Context: an optimization exercise on an open-source flow, tuned for small area and a short achievable clock period. The choices shown serve that exercise and are no tape-out recipe.
The RTL of this run was laid out without a check of its function.

==> design.v <==
`timescale 1ns / 1ps
module mod (
    input logic clk,
    input logic reset,
    input logic [15:0] samp,
    output logic pull,
    output logic pdata
);
    localparam logic [39:0] TH = 40'h00014CCCCC;
    logic [7:0]  cnt;
    logic [15:0] sv;
    logic [39:2] xb;
    logic [39:8] pb;
    logic [0:0] q;
    logic [3:1] cx, cx_n;
    logic [2:1] cp, cp_n;
    logic        q_out;     
    logic        pull_r;    
    wire [11:0] d0_0 = xb[13:2];
    wire o0 = 1'b0;
    wire [11:0] d1_0 = xb[25:14];
    wire [11:0] d1_1 = xb[25:14] + 12'd1;
    wire [11:0] d1_2 = xb[25:14] + 12'd2;
    wire a1_1 = &xb[25:14];
    wire a2_1 = &xb[25:15];
    wire g1 = a1_1 & cx[1];
    wire p1 = (a1_1 & !cx[1]) | (a2_1 & !xb[14] & cx[1]);
    wire o1 = g1 | (p1 & o0);
    wire [6:0] d2_0 = xb[32:26];
    wire [6:0] d2_1 = xb[32:26] + 7'd1;
    wire [6:0] d2_2 = xb[32:26] + 7'd2;
    wire a1_2 = &xb[32:26];
    wire a2_2 = &xb[32:27];
    wire g2 = a1_2 & cx[2];
    wire p2 = (a1_2 & !cx[2]) | (a2_2 & !xb[26] & cx[2]);
    wire o2 = g2 | (p2 & o1);
    wire [6:0] d3_0 = xb[39:33];
    wire [6:0] d3_1 = xb[39:33] + 7'd1;
    wire [6:0] d3_2 = xb[39:33] + 7'd2;
    wire s393_0 = d3_0[6];
    wire s393_1 = d3_1[6];
    wire s393_2 = d3_2[6];
    wire x39 = (o2 ? (cx[3] ? s393_2 : s393_1) : (cx[3] ? s393_1 : s393_0));
    wire z22_0 = ~|d2_0[6:0];
    wire z22_1 = ~|d2_1[6:0];
    wire z22_2 = ~|d2_2[6:0];
    wire z23_0 = ~|d3_0[5:0];
    wire z23_1 = ~|d3_1[5:0];
    wire z23_2 = ~|d3_2[5:0];
    wire z2 = (o1 ? (cx[2] ? z22_2 : z22_1) : (cx[2] ? z22_1 : z22_0)) & (o2 ? (cx[3] ? z23_2 : z23_1) : (cx[3] ? z23_1 : z23_0));
    wire z251_0 = ~|d1_0[11:11];
    wire z251_1 = ~|d1_1[11:11];
    wire z251_2 = ~|d1_2[11:11];
    wire z25 = (o0 ? (cx[1] ? z251_2 : z251_1) : (cx[1] ? z251_1 : z251_0));
    wire z1 = z2 & z25;
    wire thge0_0 = d0_0[11:0] >= 12'd819;
    wire thgt1_0 = d1_0[10:0] > 11'd1331;
    wire theq1_0 = d1_0[10:0] == 11'd1331;
    wire thgt1_1 = d1_1[10:0] > 11'd1331;
    wire theq1_1 = d1_1[10:0] == 11'd1331;
    wire thgt1_2 = d1_2[10:0] > 11'd1331;
    wire theq1_2 = d1_2[10:0] == 11'd1331;
    wire th = ((o0 ? (cx[1] ? thgt1_2 : thgt1_1) : (cx[1] ? thgt1_1 : thgt1_0)) | ((o0 ? (cx[1] ? theq1_2 : theq1_1) : (cx[1] ? theq1_1 : theq1_0)) & thge0_0));
    wire ttge0_0 = d0_0[11:0] >= 12'd1638;
    wire ttgt1_0 = d1_0[11:0] > 12'd2662;
    wire tteq1_0 = d1_0[11:0] == 12'd2662;
    wire ttgt1_1 = d1_1[11:0] > 12'd2662;
    wire tteq1_1 = d1_1[11:0] == 12'd2662;
    wire ttgt1_2 = d1_2[11:0] > 12'd2662;
    wire tteq1_2 = d1_2[11:0] == 12'd2662;
    wire tt = ((o0 ? (cx[1] ? ttgt1_2 : ttgt1_1) : (cx[1] ? ttgt1_1 : ttgt1_0)) | ((o0 ? (cx[1] ? tteq1_2 : tteq1_1) : (cx[1] ? tteq1_1 : tteq1_0)) & ttge0_0));
    wire c0 = !x39 & (!z1 | th);
    wire c1 = (x39 | !z2 | tt) & (!x39 | (z1 & !th));
    wire s1 = xb[8] ^ pb[8] ^ q[0];
    wire c2 = (xb[8] & pb[8]) | (xb[8] & q[0]) | (pb[8] & q[0]);
    wire s3 = xb[9] ^ pb[9] ^ q[0];
    wire c4 = (xb[9] & pb[9]) | (xb[9] & q[0]) | (pb[9] & q[0]);
    wire s5 = xb[10] ^ pb[10];
    wire c6 = xb[10] & pb[10];
    wire s7 = xb[11] ^ pb[11];
    wire c8 = xb[11] & pb[11];
    wire s9 = xb[12] ^ pb[12] ^ q[0];
    wire c10 = (xb[12] & pb[12]) | (xb[12] & q[0]) | (pb[12] & q[0]);
    wire s11 = xb[13] ^ pb[13] ^ q[0];
    wire c12 = (xb[13] & pb[13]) | (xb[13] & q[0]) | (pb[13] & q[0]);
    wire s13 = xb[14] ^ pb[14];
    wire c14 = xb[14] & pb[14];
    wire s15 = xb[15] ^ pb[15];
    wire c16 = xb[15] & pb[15];
    wire s17 = xb[16] ^ pb[16] ^ q[0];
    wire c18 = (xb[16] & pb[16]) | (xb[16] & q[0]) | (pb[16] & q[0]);
    wire s19 = xb[17] ^ pb[17] ^ q[0];
    wire c20 = (xb[17] & pb[17]) | (xb[17] & q[0]) | (pb[17] & q[0]);
    wire s21 = xb[18] ^ pb[18];
    wire c22 = xb[18] & pb[18];
    wire s23 = xb[19] ^ pb[19] ^ cp[1];
    wire c24 = (xb[19] & pb[19]) | (xb[19] & cp[1]) | (pb[19] & cp[1]);
    wire s25 = xb[20] ^ pb[20] ^ q[0];
    wire c26 = (xb[20] & pb[20]) | (xb[20] & q[0]) | (pb[20] & q[0]);
    wire s27 = xb[21] ^ pb[21] ^ q[0];
    wire c28 = (xb[21] & pb[21]) | (xb[21] & q[0]) | (pb[21] & q[0]);
    wire s29 = xb[22] ^ pb[22];
    wire c30 = xb[22] & pb[22];
    wire s31 = xb[23] ^ pb[23] ^ q[0];
    wire c32 = (xb[23] & pb[23]) | (xb[23] & q[0]) | (pb[23] & q[0]);
    wire s33 = xb[24] ^ pb[24] ^ q[0];
    wire c34 = (xb[24] & pb[24]) | (xb[24] & q[0]) | (pb[24] & q[0]);
    wire s35 = xb[25] ^ pb[25] ^ cp[2];
    wire c36 = (xb[25] & pb[25]) | (xb[25] & cp[2]) | (pb[25] & cp[2]);
    wire s37 = xb[26] ^ pb[26] ^ q[0];
    wire c38 = (xb[26] & pb[26]) | (xb[26] & q[0]) | (pb[26] & q[0]);
    wire s39 = xb[27] ^ pb[27] ^ q[0];
    wire c40 = (xb[27] & pb[27]) | (xb[27] & q[0]) | (pb[27] & q[0]);
    wire s41 = xb[28] ^ pb[28] ^ q[0];
    wire c42 = (xb[28] & pb[28]) | (xb[28] & q[0]) | (pb[28] & q[0]);
    wire s43 = xb[29] ^ pb[29] ^ q[0];
    wire c44 = (xb[29] & pb[29]) | (xb[29] & q[0]) | (pb[29] & q[0]);
    wire s45 = xb[30] ^ pb[30] ^ q[0];
    wire c46 = (xb[30] & pb[30]) | (xb[30] & q[0]) | (pb[30] & q[0]);
    wire s47 = xb[31] ^ pb[31] ^ q[0];
    wire c48 = (xb[31] & pb[31]) | (xb[31] & q[0]) | (pb[31] & q[0]);
    wire s49 = xb[32] ^ pb[32] ^ q[0];
    wire c50 = (xb[32] & pb[32]) | (xb[32] & q[0]) | (pb[32] & q[0]);
    wire s51 = xb[33] ^ pb[33] ^ q[0];
    wire c52 = (xb[33] & pb[33]) | (xb[33] & q[0]) | (pb[33] & q[0]);
    wire s53 = xb[34] ^ pb[34] ^ q[0];
    wire c54 = (xb[34] & pb[34]) | (xb[34] & q[0]) | (pb[34] & q[0]);
    wire s55 = xb[35] ^ pb[35] ^ q[0];
    wire c56 = (xb[35] & pb[35]) | (xb[35] & q[0]) | (pb[35] & q[0]);
    wire s57 = xb[36] ^ pb[36] ^ q[0];
    wire c58 = (xb[36] & pb[36]) | (xb[36] & q[0]) | (pb[36] & q[0]);
    wire s59 = xb[37] ^ pb[37] ^ q[0];
    wire c60 = (xb[37] & pb[37]) | (xb[37] & q[0]) | (pb[37] & q[0]);
    wire s61 = xb[38] ^ pb[38] ^ q[0];
    wire c62 = (xb[38] & pb[38]) | (xb[38] & q[0]) | (pb[38] & q[0]);
    wire s63 = xb[39] ^ pb[39] ^ q[0];
    wire c64 = (xb[39] & pb[39]) | (xb[39] & q[0]) | (pb[39] & q[0]);
    wire [12:0] xs65 = {1'b0, s11, s9, s7, s5, s3, s1, xb[7], xb[6], xb[5], xb[4], xb[3], xb[2]} + {1'b0, c10, c8, c6, c4, c2, 1'b0, 1'b0, 1'b0, q[0], q[0], 1'b0, q[0]} + 13'(1'b0);
    assign cx_n[1] = xs65[12];
    wire [12:0] xs66 = {1'b0, s35, s33, s31, s29, s27, s25, s23, s21, s19, s17, s15, s13} + {1'b0, c34, c32, c30, c28, c26, c24, c22, c20, c18, c16, c14, c12} + 13'(cx[1]);
    assign cx_n[2] = xs66[12];
    wire [7:0] xs67 = {1'b0, s49, s47, s45, s43, s41, s39, s37} + {1'b0, c48, c46, c44, c42, c40, c38, c36} + 8'(cx[2]);
    assign cx_n[3] = xs67[7];
    wire [7:0] xs68 = {1'b0, s63, s61, s59, s57, s55, s53, s51} + {1'b0, c62, c60, c58, c56, c54, c52, c50} + 8'(cx[3]);
    wire [11:0] ps69 = {1'b0, pb[18], pb[17], pb[16], pb[15], pb[14], pb[13], pb[12], pb[11], pb[10], pb[9], pb[8]} + {1'b0, sv[10], sv[9], sv[8], sv[7], sv[6], sv[5], sv[4], sv[3], sv[2], sv[1], sv[0]} + 12'(1'b0);
    assign cp_n[1] = ps69[11];
    wire [6:0] ps70 = {1'b0, pb[24], pb[23], pb[22], pb[21], pb[20], pb[19]} + {1'b0, q[0], sv[15], sv[14], sv[13], sv[12], sv[11]} + 7'(cp[1]);
    assign cp_n[2] = ps70[6];
    wire [15:0] ps71 = {1'b0, pb[39], pb[38], pb[37], pb[36], pb[35], pb[34], pb[33], pb[32], pb[31], pb[30], pb[29], pb[28], pb[27], pb[26], pb[25]} + {1'b0, q[0], q[0], q[0], q[0], q[0], q[0], q[0], q[0], q[0], q[0], q[0], q[0], q[0], q[0], q[0]} + 16'(cp[2]);
    wire [39:2] xb_n = {xs68[6], xs68[5], xs68[4], xs68[3], xs68[2], xs68[1], xs68[0], xs67[6], xs67[5], xs67[4], xs67[3], xs67[2], xs67[1], xs67[0], xs66[11], xs66[10], xs66[9], xs66[8], xs66[7], xs66[6], xs66[5], xs66[4], xs66[3], xs66[2], xs66[1], xs66[0], xs65[11], xs65[10], xs65[9], xs65[8], xs65[7], xs65[6], xs65[5], xs65[4], xs65[3], xs65[2], xs65[1], xs65[0]};
    wire [39:8] pb_n = {ps71[14], ps71[13], ps71[12], ps71[11], ps71[10], ps71[9], ps71[8], ps71[7], ps71[6], ps71[5], ps71[4], ps71[3], ps71[2], ps71[1], ps71[0], ps70[5], ps70[4], ps70[3], ps70[2], ps70[1], ps70[0], ps69[10], ps69[9], ps69[8], ps69[7], ps69[6], ps69[5], ps69[4], ps69[3], ps69[2], ps69[1], ps69[0]};
    always_ff @(posedge clk or posedge reset) begin
        if (reset) begin
            cnt <= 8'hFF;
            pull_r <= 1'b1;
            sv  <= '0;
            xb  <= '0;
            pb  <= '0;
            q   <= '0;
            q_out <= 1'b0;
            cx  <= '0;
            cp  <= '0;
        end else begin
            cnt <= cnt + 8'd1;
            pull_r <= (cnt == 8'hFE);
            if (cnt == 8'hFF) sv <= samp;
            xb  <= xb_n;
            pb  <= pb_n;
            cx  <= cx_n;
            cp  <= cp_n;
            q[0] <= q[0] ? c1 : c0;
            q_out <= q_out ? c1 : c0;
        end
    end
    assign pull  = pull_r;
    assign pdata = q_out;
endmodule
==> flow/run.sh <==
#!/bin/bash
# The standard layout (the standard.sh), but without Yosys's full-adder
# extraction (ADDER_MAP_FILE empty): ABC then maps the adders itself, into
# faster gates than the fixed sky130 fa/ha cells. Registers are unchanged.
set -euo pipefail
bash standard.sh ADDER_MAP_FILE=  finish > standard_flow.log 2>&1
==> standard.sh <==
#!/bin/bash
# synth_recipe.tcl (not shown) runs the flow's synth.tcl, then flattens the netlist and writes it again
# the make line also repeats each setting of config.mk as NAME=value (left out here)
make -C /OpenROAD-flow-scripts/flow DESIGN_CONFIG=/design/flow/config.mk WORK_HOME=/design/flow/orfs CLKGATE_MAP_FILE= SYNTH_SCRIPT=/design/flow/synth_recipe.tcl "${@:-finish}"
==> config.mk <==
export PLATFORM = sky130hd
export DESIGN_NAME = mod
export DESIGN_NICKNAME = mod
export VERILOG_FILES = /design/flow/design.v
export SDC_FILE = /design/flow/constraint.sdc
export NUM_CORES = 4
export LEC_CHECK = 0
export ABC_AREA = 1
export CAP_MARGIN = 20
export CORE_MARGIN = 2
export CORE_UTILIZATION = 40
export SETUP_SLACK_MARGIN = 2.8
export SLEW_MARGIN = 20
==> constraint.sdc <==
create_clock -name core_clock -period 5.2 [get_ports {clk}]
set_input_delay 1.0400 -clock core_clock [delete_from_list [all_inputs] [get_ports {clk}]]
set_output_delay 1.0400 -clock core_clock [all_outputs]
set_load 0.01 [all_outputs]
==> notes.md <==
| Step | Item | Value |
|---|---|---|
| worst setup path | Highest-delay cell along the critical path | sky130_fd_sc_hd__clkdlybuf4s50_1 |
| floorplan | IO Pins | 20 |
| route | Violation count after the first detailed-routing iteration | 320 |
| grt | Global-route layer with the greatest usage | met2 |
| floorplan | Effective utilization at floorplan | 40.62% |
| floorplan | Die outline width | 141.6 µm |
| synth | Mapped Area | 7572 µm² |
| sta | Relative slew slack | 54.99% |
| floorplan | Vert. Die Dim | 141.6 µm |
| route | Overall via count from detail_route | 6640 |
| clock network | CTS sink count | 102 |
| clock network | Hold buffer count at cts | 0 |
| synth | Post-Synthesis Mean Instance Area | 6.767 µm² |
| synth | Synth cell types | 45 |
| sta | Final-layout setup total negative slack | 0 ns |
| sta | Number of max-slew violations in the final report | 0 |
| sta | Unrepaired setup endpoints after global routing | no |
| sta | Number of setup violations in the final report | 0 |
| route | Number of antenna-violating nets in the routed design | 0 |
| worst setup path | Nature of the critical path startpoint | flip-flop |
| sta | Achievable clock frequency | 425.0 MHz |
| clock network | Register clock-pin slew on the reported worst setup and hold paths | 0.08 ns |
| grt | First-pass GRT wire length | 28680 µm |
| worst setup path | Category of the critical setup timing path | flip-flop to output port |
| placement | Number of input and output port buffers inserted | 19 |
| route | Wire length after detailed routing | 16500 µm |
| placement | Placer Congestion | 0.8881 |
| synth | Share of synthesized registers carrying an async set or reset | 100.0% |
| grt | Global routing met3 resource utilization | 2.767% |
| floorplan | Placeable Area | 18640 µm² |
| synth | Simple-gate share of the synthesized area | 35.91% |
| worst setup path | Critical Path End Type | output port |
| worst setup path | List of cells traversed by the critical path | clkdlybuf4s50_1 |
| worst setup path | Req. time, crit path | 4.16 ns |
| placement | Post-placement cell count | 1361 |
| finish | N_diodes | 0 |
| clock network | Maximum clock insertion buffer count | 2 |
| sta | Worst-case clock skew | 0.01116 ns |
| synth | Xor-xnor portion of the synthesized cell area | 11.63% |
| worst setup path | Critical path's top delay family | buffers and inverters |
| grt | Number of global-route vias before repair | 6387 |
| sta | Share of the cycle needed by the critical path after routing | 45.25% |
| finish | Final #Nets | 1159 |
| synth | Proportion of synthesized chip area in sequential cells | 33.86% |
| grt | Global-route usage over all layers | 17.66% |
| synth | Yosys warning count | 1 |
| run | Number of max-cap violations | 0 |
| clock network | Number of H-tree branching levels | 3 |
| worst setup path | CP arrival | 1.31 ns |
| synth | Number of flops mapped to enable cells by yosys | 0 |
| finish | Cell area after layout | 8304 µm² |
| floorplan | Number of cell rows | 50 |
| grt | Met2 demand-to-capacity share in global routing | 31.02% |
| grt | Maximum number of pins on one net before global-route repair | 52 |
| finish | Layout cells sized above 1 | 8.813% |
| finish | Post-synthesis to final-layout area growth | 9.666% |
| grt | Overflow left after global routing | 0 |
| sta | Min Clock Period, post-route | 2.353 ns |
| synth | Flop and latch count out of synthesis | 102 |
| grt | Global Route met1 Usage | 22.58% |
| clock network | Clock buffer count from CTS | 9 |
| synth | Post-synthesis adder-cell area fraction | 0% |
| worst setup path | Biggest cell delay along the critical path | 0.56 ns |
| outcome | Run status | complete, no violations |
| sta | Final-report hold violation count | 0 |
| route | Number of vias per cell | 4.812 |
| clock network | Root Buffer | sky130_fd_sc_hd__clkbuf_16 |
| placement | DPL Wire Length | 12580 µm |
| route | Number of design rule violations left after detail routing | 0 |
| synth | Complex-gate fraction of the synthesized area | 7.931% |
| finish | Number of non-filler instances in the completed layout | 1380 |
| clock network | TritonCTS clock tree | done |
| min path | Path category of the worst min-delay check | flip-flop to flip-flop |
| synth | Synth Net Count | 1137 |
| synth | Number of standard cells after synthesis | 1119 |
| clock network | Source-to-sink clock delay at the later pin of the worst-skew pair | 0.36 ns |
| grt | Antenna violations before repair | 0 |
| synth | Proportion of synthesized area in mux cells | 2.082% |
| floorplan | Total Die Area | 20050 µm² |
| sta | Slew at the pin closest to its max-slew limit | 0.6682 ns |
| route | Number of detailed-routing iterations run before antenna repair | 5 |
| synth | Dominant combinational cell family by area after synthesis | simple AND/OR/NAND/NOR gates |
| route | Final routed wire length divided by cell count | 11.95 µm |
| placement | Placement Cell Area | 7969 µm² |
| worst setup path | Critical path fanouts, max | 3 |
| synth | Most used DFF post-synth | sky130_fd_sc_hd__dfrtp_1 |
| worst setup path | Total buffers and inverters traversed by the critical path | 1 |
registers in the layout (all words and copies together), names as in the netlist, 2 cells and up:
signal / flops
xb: 38
pb: 32
sv: 16
cnt: 8
cx: 3
cp: 2
through the flow:
step                      hold slack (ns)  setup slack [ns]  utilization, %
after global placement             0.4657             2.619           42.75
after detailed placement           0.4672             2.582           42.75
after global routing               0.5065             2.801           44.54
after CTS                          0.4830             2.809           44.44
final                              0.4757             2.847           44.54
after floorplan                    0.4501             2.950               -
routing by layer:
metal / part of all wire (%) / vias up
met5: 0 / -
li1: - / 3535
met3: 2.3 / 17
met2: 48 / 78
met4: 1.4 / 0
met1: 48 / 3010
cell type report:
class,count,area (µm²)
sequential,102,2569
inverter,143,540.5
clock buffer,10,239.0
timing repair buffer,25,245.2
fill,1941,10340
tap,234,292.8
clock inverter,6,60.06
multi-input combinational,860,4358
final timing paths:
check | start | depth (start not counted) | to | slack, ns
max | q_out | 1 | pdata | 2.85
min | sv[0] | 1 | pb[8] | 0.48
max reg2reg | q | 11 | xb[24] | 3.07
min reg2reg | sv[0] | 1 | pb[8] | 0.48
max in group asynchronous | reset | 3 | q | 3.45
min in group asynchronous | reset | 3 | sv[9] | 1.22
Yosys cell counts, types with 2 or more instances:
cell	count	share of area, %
sky130_fd_sc_hd__nand2_1	354	18
sky130_fd_sc_hd__nor2_1	146	7.2
sky130_fd_sc_hd__inv_1	131	6.5
sky130_fd_sc_hd__dfrtp_1	93	31
sky130_fd_sc_hd__xor2_1	71	8.2
sky130_fd_sc_hd__nand3_1	68	4.5
sky130_fd_sc_hd__a21oi_1	45	3.0
sky130_fd_sc_hd__o21ai_0	29	1.9
sky130_fd_sc_hd__xnor2_1	24	2.8
sky130_fd_sc_hd__mux2_2	14	2.1
sky130_fd_sc_hd__nand4_1	14	1.2
sky130_fd_sc_hd__nor2_2	13	1.1
sky130_fd_sc_hd__inv_2	11	0.55
sky130_fd_sc_hd__nor3_1	10	0.66
sky130_fd_sc_hd__dfstp_2	9	3.1
sky130_fd_sc_hd__o21ai_1	8	0.53
sky130_fd_sc_hd__or2_2	8	0.66
sky130_fd_sc_hd__or2_1	7	0.58
sky130_fd_sc_hd__o211ai_1	6	0.59
sky130_fd_sc_hd__o21ai_2	6	0.69
sky130_fd_sc_hd__buf_4	5	0.50
sky130_fd_sc_hd__buf_6	5	0.74
sky130_fd_sc_hd__nand3b_1	5	0.50
sky130_fd_sc_hd__nor2_4	5	0.74
sky130_fd_sc_hd__a31oi_1	4	0.33
sky130_fd_sc_hd__buf_2	4	0.26
sky130_fd_sc_hd__o21a_1	3	0.30
sky130_fd_sc_hd__nand2b_1	2	0.17
sky130_fd_sc_hd__nor4_1	2	0.17
sky130_fd_sc_hd__xor2_2	2	0.43
layout by cell type, fill, tap and decap left out, types with 6 or more instances in the layout:
| cell type | instances |
|---|---|
| sky130_fd_sc_hd__nand3_1 | 68 |
| sky130_fd_sc_hd__o21ai_2 | 6 |
| sky130_fd_sc_hd__inv_2 | 11 |
| sky130_fd_sc_hd__o21ai_1 | 8 |
| sky130_fd_sc_hd__nor2_1 | 146 |
| sky130_fd_sc_hd__nand4_1 | 14 |
| sky130_fd_sc_hd__inv_1 | 130 |
| sky130_fd_sc_hd__clkbuf_16 | 9 |
| sky130_fd_sc_hd__clkdlybuf4s50_1 | 18 |
| sky130_fd_sc_hd__dfrtp_1 | 91 |
| sky130_fd_sc_hd__nor2_2 | 13 |
| sky130_fd_sc_hd__o21ai_0 | 29 |
| sky130_fd_sc_hd__dfstp_2 | 9 |
| sky130_fd_sc_hd__a21oi_1 | 45 |
| sky130_fd_sc_hd__xnor2_1 | 24 |
| sky130_fd_sc_hd__nor3_1 | 10 |
| sky130_fd_sc_hd__or2_2 | 8 |
| sky130_fd_sc_hd__mux2_2 | 14 |
| sky130_fd_sc_hd__xor2_1 | 71 |
| sky130_fd_sc_hd__nand2_1 | 354 |
| sky130_fd_sc_hd__or2_1 | 7 |
| sky130_fd_sc_hd__o211ai_1 | 6 |
logic make-up after synthesis:
family,Yosys count
AND/OR/NAND/NOR,642
buffers and inverters,157
AO/OA/AOI/OAI,106
flip-flops,102
XOR/XNOR,98
multiplexers,14
timing repair:
action / in CTS / in global routing
pin swaps: 0 / 0
setup endpoints to repair: 22 / 11
cloned: 0 / 0
buffers inserted: 1 / 2
hold endpoints to repair: 0 / 0
resized for setup: 2 / 2

port drivers added, routing unchanged:
In the flow no input, the clock included, has a driving cell. The finished layout below was timed again as built, in two steps. Step 1, drivers: a clkbuf_16 drives clk and a buf_2 each remaining input, both assumed. Step 2 adds t to the input delays and takes it off the output delays; t is the mean of the earliest and latest rising clock arrival at the registers after step 1. Input paths then give back, and output paths get back, about the clock's delay inside the block. Slacks: ideal ports / drivers / drivers and shift; pairs: ideal ports / drivers.
t (ns): 0.401
setup WS [ns]: 2.847 / 2.800 / 3.066
worst hold slack (ns): 0.476 / 0.476 / 0.476
clock arrival spread, ns: 0.013 / 0.013
cell pins on the clock port's net: 1
After both steps setup and hold are still met in this run. For this run, drivers alone change the setup slack by -0.047 ns; drivers and shift together by +0.219 ns.
